Background: an optimization exercise with open tools, aiming at a short achievable clock period and few clock cycles. Do not read the settings as production practice. Function was checked by simulation only, so behaviour that the tests miss may differ from the original. Power figures rest on the tool's default switching activity, not on a simulated workload.

<file path="flow/run.sh">
#!/bin/bash
# synth_recipe.tcl (not shown) runs the flow's synth.tcl, then flattens the netlist and writes it again
# the make line also repeats each setting of config.mk as NAME=value (left out here)
make -C /OpenROAD-flow-scripts/flow DESIGN_CONFIG=/design/flow/config.mk WORK_HOME=/design/flow/orfs CLKGATE_MAP_FILE= SYNTH_SCRIPT=/design/flow/synth_recipe.tcl finish
</file>
<file path="flow/config.mk">
export PLATFORM = sky130hd
export DESIGN_NAME = Full
export DESIGN_NICKNAME = Full
export VERILOG_FILES = /design/flow/design.v
export SDC_FILE = /design/flow/constraint.sdc
export NUM_CORES = 4
export LEC_CHECK = 0
export CAP_MARGIN = 20
export CORE_MARGIN = 2
export CORE_UTILIZATION = 40
export SETUP_SLACK_MARGIN = 5
export SLEW_MARGIN = 20
export TNS_END_PERCENT = 100
</file>
<file path="flow/constraint.sdc">
create_clock -name core_clock -period 7.5 [get_ports {clk}]
set_input_delay 1.5000 -clock core_clock [delete_from_list [all_inputs] [get_ports {clk}]]
set_output_delay 1.5000 -clock core_clock [all_outputs]
set_load 0.01 [all_outputs]
</file>
<file path="flow/design.v">
`timescale 1ns / 1ps
module Full(input clk, input reset,
	output mem_req, output mem_we, output[15:0] mem_addr, output[15:0] mem_wdata,
	input[15:0] mem_rdata, input mem_ready);
	function [15:0] pfx16(input [15:0] g, input [15:0] p);
		reg [15:0] g1, p1, g2, p2, g3, p3, g4;
		integer k;
		begin
			for (k = 0; k < 16; k = k + 1) begin
				g1[k] = (k >= 1) ? g[k] | (p[k] & g[k-1]) : g[k];
				p1[k] = (k >= 1) ? p[k] & p[k-1] : p[k];
			end
			for (k = 0; k < 16; k = k + 1) begin
				g2[k] = (k >= 2) ? g1[k] | (p1[k] & g1[k-2]) : g1[k];
				p2[k] = (k >= 2) ? p1[k] & p1[k-2] : p1[k];
			end
			for (k = 0; k < 16; k = k + 1) begin
				g3[k] = (k >= 4) ? g2[k] | (p2[k] & g2[k-4]) : g2[k];
				p3[k] = (k >= 4) ? p2[k] & p2[k-4] : p2[k];
			end
			for (k = 0; k < 16; k = k + 1)
				g4[k] = (k >= 8) ? g3[k] | (p3[k] & g3[k-8]) : g3[k];
			pfx16 = p ^ {g4[14:0], 1'b0};
		end
	endfunction
	function [15:0] inc16(input [15:0] x);
		integer k;
		begin
			inc16[0] = ~x[0];
			for (k = 1; k < 16; k = k + 1)
				inc16[k] = x[k] ^ (&(x | ~((16'd1 << k) - 16'd1)));
		end
	endfunction
	reg [15:0] R [0:7];
	reg        N, Z, P;
	reg [15:0] M;         
	reg [15:0] FA;        
	reg [15:0] A, B, Bn, S;   
	reg [2:0]  D;         
	reg        xADD, xAND, xNOT, xJSR, xLD, xST;
	reg        we;
	assign mem_addr  = M;
	assign mem_we    = we;
	assign mem_req   = 1'b1;
	assign mem_wdata = S;
	wire [15:0] band = A & ~Bn;
	wire [15:0] sum  = pfx16(band, A ^ B);
	wire [15:0] zv   = ~((A ^ B) ^ {A[14:0] | ~Bn[14:0], 1'b0});
	wire        xALU = xADD | xAND | xNOT;
	wire [15:0] res  = xLD ? mem_rdata : xADD ? sum : xAND ? band : ~A;
	wire        resZ = xLD ? (mem_rdata == 16'd0) : xADD ? (&zv) : xAND ? (band == 16'd0) : (&A);
	wire        wr   = xALU | xLD;
	wire        nN   = wr ? res[15] : N;
	wire        nZ   = wr ? resZ : Z;
	wire        nP   = wr ? ~res[15] & ~resZ : P;
	wire [15:0] R7n  = xJSR ? FA : R[7];
	function [15:0] rd(input [2:0] s);
		rd = (wr && D == s) ? res : (xJSR && s == 3'd7) ? FA : R[s];
	endfunction
	wire        fetch = ~(xLD | xST);
	wire [15:0] ins  = mem_rdata;
	wire [3:0]  op   = ins[15:12];
	wire [15:0] inc  = inc16(M);
	wire [15:0] off  = ins[14] ? {{5{ins[10]}}, ins[10:0]} : {{7{ins[8]}}, ins[8:0]};
	wire [15:0] tgt  = pfx16(inc & off, inc ^ off);
	wire        iBR  = (op == 4'b0000);
	wire        iJSR = (op == 4'b0100);
	wire        iLD  = (op == 4'b0010);
	wire        iST  = (op == 4'b0011);
	wire        iRET = (op == 4'b1100);
	wire        take = iJSR | iLD | iST |
	                   (iBR & ((ins[11] & nN) | (ins[10] & nZ) | (ins[9] & nP)));
	wire [15:0] nM   = take ? tgt : iRET ? R7n : inc;
	wire        rhaz = iRET & wr & (D == 3'd7);    
	integer i;
	always @(posedge clk) begin
		if (reset) begin
			for (i = 0; i < 8; i = i + 1) R[i] <= 16'd0;
			N <= 1'b0; Z <= 1'b0; P <= 1'b0;
			M <= 16'd0; FA <= 16'd0; A <= 16'd0; B <= 16'd0; Bn <= 16'hffff; S <= 16'd0; D <= 3'd0;
			xADD <= 1'b0; xAND <= 1'b0; xNOT <= 1'b0; xJSR <= 1'b0; xLD <= 1'b0; xST <= 1'b0;
			we <= 1'b0;
		end else if (mem_ready) begin
			if (wr) R[D] <= res;
			if (xJSR) R[7] <= FA;
			N <= nN; Z <= nZ; P <= nP;
			if (fetch & rhaz) begin
				xADD <= 1'b0; xAND <= 1'b0; xNOT <= 1'b0; xJSR <= 1'b0; xLD <= 1'b0; xST <= 1'b0;
				we   <= 1'b0;
			end else if (fetch) begin
				M    <= nM;
				FA   <= inc;
				A    <= rd(ins[8:6]);
				B    <= ins[5] ? {{11{ins[4]}}, ins[4:0]} : rd(ins[2:0]);
				Bn   <= ~(ins[5] ? {{11{ins[4]}}, ins[4:0]} : rd(ins[2:0]));
				S    <= rd(ins[11:9]);
				D    <= ins[11:9];
				xADD <= (op == 4'b0001);
				xAND <= (op == 4'b0101);
				xNOT <= (op == 4'b1001);
				xJSR <= iJSR;
				xLD  <= iLD;
				xST  <= iST;
				we   <= iST;
			end else begin
				M    <= FA;
				xADD <= 1'b0; xAND <= 1'b0; xNOT <= 1'b0; xJSR <= 1'b0; xLD <= 1'b0; xST <= 1'b0;
				we   <= 1'b0;
			end
		end
	end
endmodule
</file>
==> results.cfg, run 1 <==
[run_status]
status = timing/DRC/antenna clean

[route]
final_antenna_net_count = 0
drc = 0
drtIter0Drc = 2297
drt-total-wl_um = 68460
firstDrtPassIters = 6
avgViaCountPerCell = 6.417
num_vias = 15311
wl_per_cell_um = 28.69

[cells_and_area]
multi_input_area_sq_um = 10970
final_util = 0.5923
fillers = 3000
final_cell_mix = nor2_1 (221), buf_4 (136), edfxtp_1 (128)
nets = 1884
layout-drive-gt1-share = 0.4427
ff_latch_area_sq_um = 6108
area_growth_pct = 45.97
final_common_cell = nor2_1

[sta]
period_minus_slack_ns = 3.281
slew-limit-headroom = 0.4879
slew_viol_final = 0
fin_crit_sh = 0.4375
max_freq_mhz = 304.8
rsz0062_at_grt = true
tns_ns = 0
worst_pin_slew_ns = 0.7681
fin_skew_ns = 0.03269
setup_viol = 0
hold_viol_final = 0

[run]
timing.max_cap.violations = 0

[die]
die-area_sq_um = 40800
design.core.area_sq_um = 38650
std_cell_rows = 72
start_util = 0.4058
die_y_um = 202
io_pins = 53
die_w_um = 202

[clocking]
cts_tree = built
clock-sinks = 236
clock-root-buffer = clkbuf_16
ctsHoldBuffers = 0
clkLatencyLatePin_ns = 0.61
cts_inserted_buffers = 29
htree_levels = 1
cts_max_path_buffers = 3
clk_pin_slew_ns = 0.07

[setup_path]
critical_path_class = primary input to flop
r2r_cells = 11
arrival_ns = 3.75
rrSetupSlack_ns = 4.40
critPathCaptureType = flop
critPathMaxFanout = 8
rr_startpoint = A[9]
critPathLaunchType = primary input
worstPathRequired_ns = 7.96
r2r-end = M[9]

[power]
p_per_area_nw_per_um2 = 181.9
p_int_w = 0.002856
combPwrFrac = 0.264
ir_worst_vdd_uv = 136.1
p_leak_nw = 8.902
switching_share = 0.3142
clockPowerShare = 0.366
p_sw_w = 0.001309
power_frac_seq = 0.369

[synthesis]
seq_area_frac_synth = 0.3830
synthFlopType = edfxtp_1
syn_inst = 1611
syn_avg_cell_area_sq_um = 9.734
syn_nets = 1651
async_reset_ff_frac = 0
synth-seq-cells = 236
netlist_area_sq_um = 15680
synth_cell_types = 82
yosys_warnings = 1
synth_edf_count = 128

[place]
gp_congestion = 0.9145
hpwl_um = 35720
place.port_buffers = 51

[min_path]
holdPathStages = 2
holdPathEnd = Bn[13]
hp-class = flop to flop
min_from = Bn[13]

[global_route]
grt_max_degree = 39
grt_antenna_before_repair = 3
grt.overflow.total = 0
grt_pass1_vias = 14296
track_usage = 0.3041
grt_pass1_wl_um = 92820
-- state kept, by name, indices dropped and copies added, names as in the netlist --
register and cells:
A 16, N 1, xAND 1, S 16
xNOT 1, FA 16, D 3, Z 1
B 16, xJSR 1, xADD 1, Bn 16
M 16, P 1, xLD 1, xST 1
R 128
-- area by class of cell --
cell class,count,area share
antenna,2,0.0002186
clock buffer,38,0.03536
clock inverter,15,0.008855
inverter,24,0.004209
multi-input combinational,1228,0.4794
sequential,236,0.2668
tap,518,0.02831
timing repair buffer,325,0.1768
-- cell families after synthesis --
| kind of cell | count (synthesis) | synth area share |
|---|---|---|
| buf+inv | 160 | 0.04125 |
| flops | 236 | 0.3830 |
| mux | 198 | 0.2047 |
| compound gates | 347 | 0.1407 |
| other cells | 1 | 0.0002391 |
| simple gates | 571 | 0.1660 |
| fa+ha+maj | 21 | 0.01723 |
| xor+xnor | 77 | 0.04684 |
-- Yosys cell counts (23+ instances only) --
library cell | instances | share of area
o21ai_0 | 94 | 0.030
dfxtp_1 | 108 | 0.14
nor2b_1 | 39 | 0.016
edfxtp_1 | 128 | 0.25
xor2_1 | 32 | 0.018
a21oi_1 | 92 | 0.029
clkbuf_1 | 94 | 0.023
mux2i_1 | 87 | 0.056
nor2_1 | 256 | 0.061
a211oi_1 | 48 | 0.023
mux4_2 | 96 | 0.14
xnor2_1 | 40 | 0.022
nand2_1 | 134 | 0.032
buf_1 | 24 | 0.0057
inv_1 | 23 | 0.0055
nor3_1 | 34 | 0.011
-- worst max path at each step --
stage | startpoint | endpoint | slack (ns) | depth (start not counted)
floorplan | mem_rdata[11] | M[7] | 4.08 | 13
global placement | mem_rdata[13] | Bn[12] | 2.20 | 10
detailed placement | mem_rdata[13] | Bn[12] | 2.13 | 10
CTS | mem_rdata[2] | M[9] | 4.35 | 13
global route | mem_rdata[9] | M[7] | 4.23 | 13
finish | mem_rdata[9] | M[11] | 4.22 | 13
-- power groups by stage --
stage | Sequential [W] | Clock, W | Combinational (W)
after global placement | 0.00155 | 0 | 0.000711
after floorplan | 0.00151 | 0 | 0.000565
after global routing | 0.00155 | 0.00157 | 0.00115
after CTS | 0.00153 | 0.00152 | 0.000936
final | 0.00154 | 0.00153 | 0.00110
after detailed placement | 0.00155 | 0 | 0.000720
-- metrics by stage --
stage | setup slack (ns) | total power [W] | area (sq um) | instances | hold WS, ns
2_1_floorplan | 4.077 | 0.002073 | 16840 | 1611 | 0.4305
3_5_place_dp | 2.133 | 0.002270 | 17040 | 2074 | 0.4526
6_report | 4.219 | 0.004165 | 22890 | 2386 | 0.4820
4_1_cts | 4.348 | 0.003982 | 21020 | 2277 | 0.4641
5_1_grt | 4.229 | 0.004259 | 22890 | 2385 | 0.4939
3_3_place_gp | 2.204 | 0.002257 | 17040 | 2074 | 0.4454
-- layer usage --
metal,up-vias,global-route usage,share of wire
met4,0,0.1657,0.078
li1,6409,-,-
met1,7462,0.3965,0.36
met2,1130,0.4683,0.44
met5,-,0,0
met3,310,0.07143,0.13
-- critical path, stage by stage --
cell	delay (ns)
buf_12	0.10
buf_16	0.13
nor4_4	0.31
nand4_1	0.22
a2bb2oi_2	0.21
o41ai_4	0.08
a21oi_2	0.07
nand2_1	0.09
a21oi_2	0.05
o22ai_4	0.34
o21a_4	0.28
mux2i_1	0.25
o21ai_1	0.10
-- what timing repair did --
action,4_1_cts,5_1_grt
setup endpoints to repair,397,305
gates cloned,28,16
buffers inserted,122,91
resized for setup,552,225
endpoints found under the hold margin,0,0
pin swaps,83,85
Testbench counts, summed over its fixed seeds: cycles 32,881.
==> inputs of run 2 (changes only) <==
--- a/flow/design.v
+++ b/flow/design.v
@@ -47,22 +47,42 @@
 	wire [15:0] sum  = pfx16(band, A ^ B);
 	wire [15:0] zv   = ~((A ^ B) ^ {A[14:0] | ~Bn[14:0], 1'b0});
 	wire        xALU = xADD | xAND | xNOT;
-	wire [15:0] res  = xLD ? mem_rdata : xADD ? sum : xAND ? band : ~A;
-	wire        resZ = xLD ? (mem_rdata == 16'd0) : xADD ? (&zv) : xAND ? (band == 16'd0) : (&A);
+	wire [15:0] res  = xADD ? sum : xLD ? mem_rdata : xAND ? band : ~A;
+	wire        resZ = xADD ? (&zv) : xLD ? (mem_rdata == 16'd0) : xAND ? (band == 16'd0) : (&A);
 	wire        wr   = xALU | xLD;
 	wire        nN   = wr ? res[15] : N;
 	wire        nZ   = wr ? resZ : Z;
 	wire        nP   = wr ? ~res[15] & ~resZ : P;
 	wire [15:0] R7n  = xJSR ? FA : R[7];
+	wire [7:0]  fwd = {8{wr}} & (8'd1 << D);
+	wire [127:0] Rm;
+	genvar gj;
+	generate for (gj = 0; gj < 8; gj = gj + 1) begin : g_rm
+		if (gj == 7)
+			assign Rm[16*gj +: 16] = fwd[gj] ? 16'd0 : xJSR ? FA : R[gj];
+		else
+			assign Rm[16*gj +: 16] = fwd[gj] ? 16'd0 : R[gj];
+	end endgenerate
 	function [15:0] rd(input [2:0] s);
-		rd = (wr && D == s) ? res : (xJSR && s == 3'd7) ? FA : R[s];
+		reg [7:0] h;
+		integer j;
+		begin
+			h = 8'd1 << s;
+			rd = {16{|(h & fwd)}} & res;
+			for (j = 0; j < 8; j = j + 1)
+				rd = rd | ({16{h[j]}} & Rm[16*j +: 16]);
+		end
 	endfunction
 	wire        fetch = ~(xLD | xST);
 	wire [15:0] ins  = mem_rdata;
 	wire [3:0]  op   = ins[15:12];
 	wire [15:0] inc  = inc16(M);
 	wire [15:0] off  = ins[14] ? {{5{ins[10]}}, ins[10:0]} : {{7{ins[8]}}, ins[8:0]};
-	wire [15:0] tgt  = pfx16(inc & off, inc ^ off);
+	wire [15:0] tlo  = pfx16({5'd0, inc[10:0] & off[10:0]}, {5'd0, inc[10:0] ^ off[10:0]});
+	wire [15:0] hp1  = inc16({11'd0, inc[15:11]});
+	wire [15:0] hm1  = ~inc16({11'd0, ~inc[15:11]});
+	wire [4:0]  thi  = (tlo[11] == off[15]) ? inc[15:11] : tlo[11] ? hp1[4:0] : hm1[4:0];
+	wire [15:0] tgt  = {thi, tlo[10:0]};
 	wire        iBR  = (op == 4'b0000);
 	wire        iJSR = (op == 4'b0100);
 	wire        iLD  = (op == 4'b0010);
==> run 2 against run 1 <==
Largest cell class unchanged. Clock power is 7% lower. Sequential share of layout area up 0.96 points. Still clean on timing, DRC and antenna. Total power is 3.0% lower. Via count increased by 9.5%. Area after synthesis decreased by 6.2%. Combinational power about the same. Fmax fell by 10%. Critical path type is now flop to flop.
==> results.cfg, run 2 <==
[cells_and_area]
largest_register_ffs = 128
layout-drive-gt1-share = 0.4152
final_common_cell = nor2_1
area_growth_pct = 51.33
nets = 1999
final_util = 0.6106
ff_latch_area_sq_um = 6150
multi_input_area_sq_um = 10320
final_cell_mix = nor2_1 (226), buf_4 (160), edfxtp_1 (128), nand2_1 (128), buf_6 (115)
fillers = 2913
design_area_sq_um = 22250
largest_register = R

[synthesis]
synthTopCellsByArea = edfxtp_1 (26%), dfxtp_1 (15%), nor2_1 (6.9%), nand2_1 (3.7%), a221oi_1 (3.5%)
synth_cell_types = 82
async_reset_ff_frac = 0
synthFlopType = edfxtp_1
yosys_warnings = 1
synthMostInstantiatedCell = nor2_1
syn_nets = 1747
synth_common_cells = nor2_1 (269), nand2_1 (145), edfxtp_1 (128), clkbuf_1 (123), dfxtp_1 (108)
synth-seq-cells = 236
netlist_area_sq_um = 14700
synth_edf_count = 128
seq_area_frac_synth = 0.4085
syn_inst = 1707
syn_avg_cell_area_sq_um = 8.613
synth_top_area_frac = 0.2614
yosys.area.top_type = edfxtp_1

[die]
die_y_um = 195.7
start_util = 0.4035
io_pins = 53
die-area_sq_um = 38300
die_w_um = 195.7
std_cell_rows = 70
design.core.area_sq_um = 36430

[min_path]
hp-class = flop to flop
holdPathStages = 2

[sta]
slew_viol_final = 0
rsz0062_at_grt = true
period_minus_slack_ns = 3.662
slew-limit-headroom = 0.2729
hold_viol_final = 0
max_freq_mhz = 273.1
worst_pin_slew_ns = 1.091
fin_skew_ns = 0.02890
setup_viol = 0
fin_crit_sh = 0.4883
tns_ns = 0

[setup_path]
path_buf_inv = 2
critPathLaunchType = flop
worstPathRequired_ns = 7.98
crit_chain = ha_2 > ha_1 > xor2_2 > ha_4 > o21a_1 > a2111oi_4 > o2111ai_2 > a21oi_2 > buf_6 > nand2_4 > inv_4 > a22oi_2 > xnor2_1 > or3_1 > a311oi_2
r2r_cells = 15
cp.depth = 15
critPathCaptureType = flop
critPathMaxStageDelay_ns = 0.43
arrival_ns = 4.15
cp_top_family = compound AO/OA/AOI/OAI gates
slowest_stage = a2111oi_4
critPathMaxFanout = 5
critical_path_class = flop to flop

[clocking]
clock-sinks = 236
clk_pin_slew_ns = 0.06
clkLatencyLatePin_ns = 0.60
cts_max_path_buffers = 3
clock-root-buffer = clkbuf_16
cts_inserted_buffers = 28
htree_levels = 1
cts_tree = built

[place]
hpwl_um = 40970
dpl_cell_area_sq_um = 16380
gp_congestion = 0.9500
place.port_buffers = 51

[global_route]
track_usage = 0.3677
grt_pass1_wl_um = 104400
grt_pass1_vias = 15742
grt_antenna_before_repair = 0
grt_max_degree = 74
grt.overflow.total = 0

[power]
p_leak_nw = 8.539
ir_worst_vdd_uv = 171.1
p_per_area_nw_per_um2 = 181.5

[route]
drc = 0
drt-total-wl_um = 74710
firstDrtPassIters = 11
final_antenna_net_count = 0
drtIter0Drc = 2778
num_vias = 16773
wl_per_cell_um = 30.50
avgViaCountPerCell = 6.849

[run_status]
status = timing/DRC/antenna clean

[run]
timing.max_cap.violations = 0
-- run 2: changes by cell type after synthesis, sizes merged, moves of 30 or more --
| cell | previous run | this run |
|---|---|---|
| a22oi | 2 | 54 |
| mux4 | 96 | 0 |
| a221oi | 3 | 60 |
| a22o | 1 | 31 |
| mux2i | 89 | 31 |
-- run 2: metrics by stage --
stage	hold slack [ns]	setup slack, ns	cells	power, W
after global placement	0.4490	2.396	2115	0.002233
after detailed placement	0.4499	2.351	2115	0.002237
final	0.4623	3.838	2449	0.004038
after floorplan	0.4336	3.765	1707	0.002009
after global routing	0.4954	3.781	2448	0.004123
after CTS	0.4639	3.923	2377	0.003858
-- run 2: final cells by class --
class | instances | share of cell area
inverter | 26 | 0.005793
clock buffer | 35 | 0.03403
antenna | 1 | 0.0001125
tap | 468 | 0.02632
timing repair buffer | 360 | 0.1851
sequential | 236 | 0.2764
multi-input combinational | 1307 | 0.4640
clock inverter | 16 | 0.008267
-- run 2: final timing paths --
path	start	slack [ns]	endpoint
worst max-delay path	M[1]	3.84	M[14]
worst min register to register	S[1]	0.46	S[1]
worst min-delay path	S[1]	0.46	S[1]
worst max register to register	M[1]	3.84	M[14]
-- run 2: report_power, final --
group	internal [W]	switching, W	total, W
Sequential	0.00143	0.0000991	0.00153
Clock	0.000820	0.000600	0.00142
Combinational	0.000483	0.000607	0.00109
-- run 2: worst register-to-register path, stage by stage (launching register included) --
cell	delay [ns]
dfxtp_2	0.36
ha_2	0.22
ha_1	0.21
xor2_2	0.40
ha_4	0.28
o21a_1	0.17
a2111oi_4	0.43
o2111ai_2	0.15
a21oi_2	0.18
buf_6	0.15
nand2_4	0.07
inv_4	0.08
a22oi_2	0.08
xnor2_1	0.15
or3_1	0.35
a311oi_2	0.28
-- run 2: what timing repair did --
item | 4_1_cts | 5_1_grt
buffers inserted | 198 | 64
resized for setup | 579 | 215
pin swaps | 114 | 134
gates cloned | 13 | 7
endpoints found under the setup margin | 396 | 303
endpoints found under the hold margin | 0 | 0
hold buffers | 0 | 0
-- run 2: cell families after synthesis --
family / synth area share
muxes: 0.02800
xor gates and xnor gates: 0.04323
and+or+nand+nor: 0.2158
adders and majority gates: 0.01838
buffers and inverters: 0.04638
DFF: 0.4085
AOI/OAI and AO/OA: 0.2394
other: 0.0002551
-- run 2: routing by layer --
layer,routed length (um),global-route usage,up-vias,part of all wire
li1,-,-,6897,-
met1,27290,0.4763,8044,0.37
met2,31370,0.5500,1379,0.42
met3,9799,0.09593,451,0.13
met4,6146,0.2225,2,0.082
met5,103,0.01916,-,0.0014
Testbench counts of run 2, summed over its fixed seeds: cycles 32,881.

-- separate check: timing with driven ports --
In the flow no input, the clock included, has a driving cell. The finished layouts below were timed again as built, in two steps. Step 1, drivers: a clkbuf_16 drives clk and a buf_2 each remaining input, both assumed. Step 2, shift: input delay + t, output delay - t, t = (earliest + latest rising clock arrival at the registers) / 2. This alone moves slack from input paths to output paths. a / b / c = no drivers / after step 1 / after step 2; a / b = the first two.
| run | t, ns | slack for setup (ns) | clock arrival spread, ns | cell pins on the clock port's net |
|---|---|---|---|---|
| run 1 | 0.645 | 4.219 / 4.226 / 3.580 | 0.033 / 0.033 | 1 |
| run 2 | 0.639 | 3.838 / 3.838 / 3.222 | 0.029 / 0.029 | 1 |
After both steps every run listed still meets setup and hold. The setup slack of run 1, which loses most, moves by +0.007 ns with the drivers and by -0.639 ns with both steps.
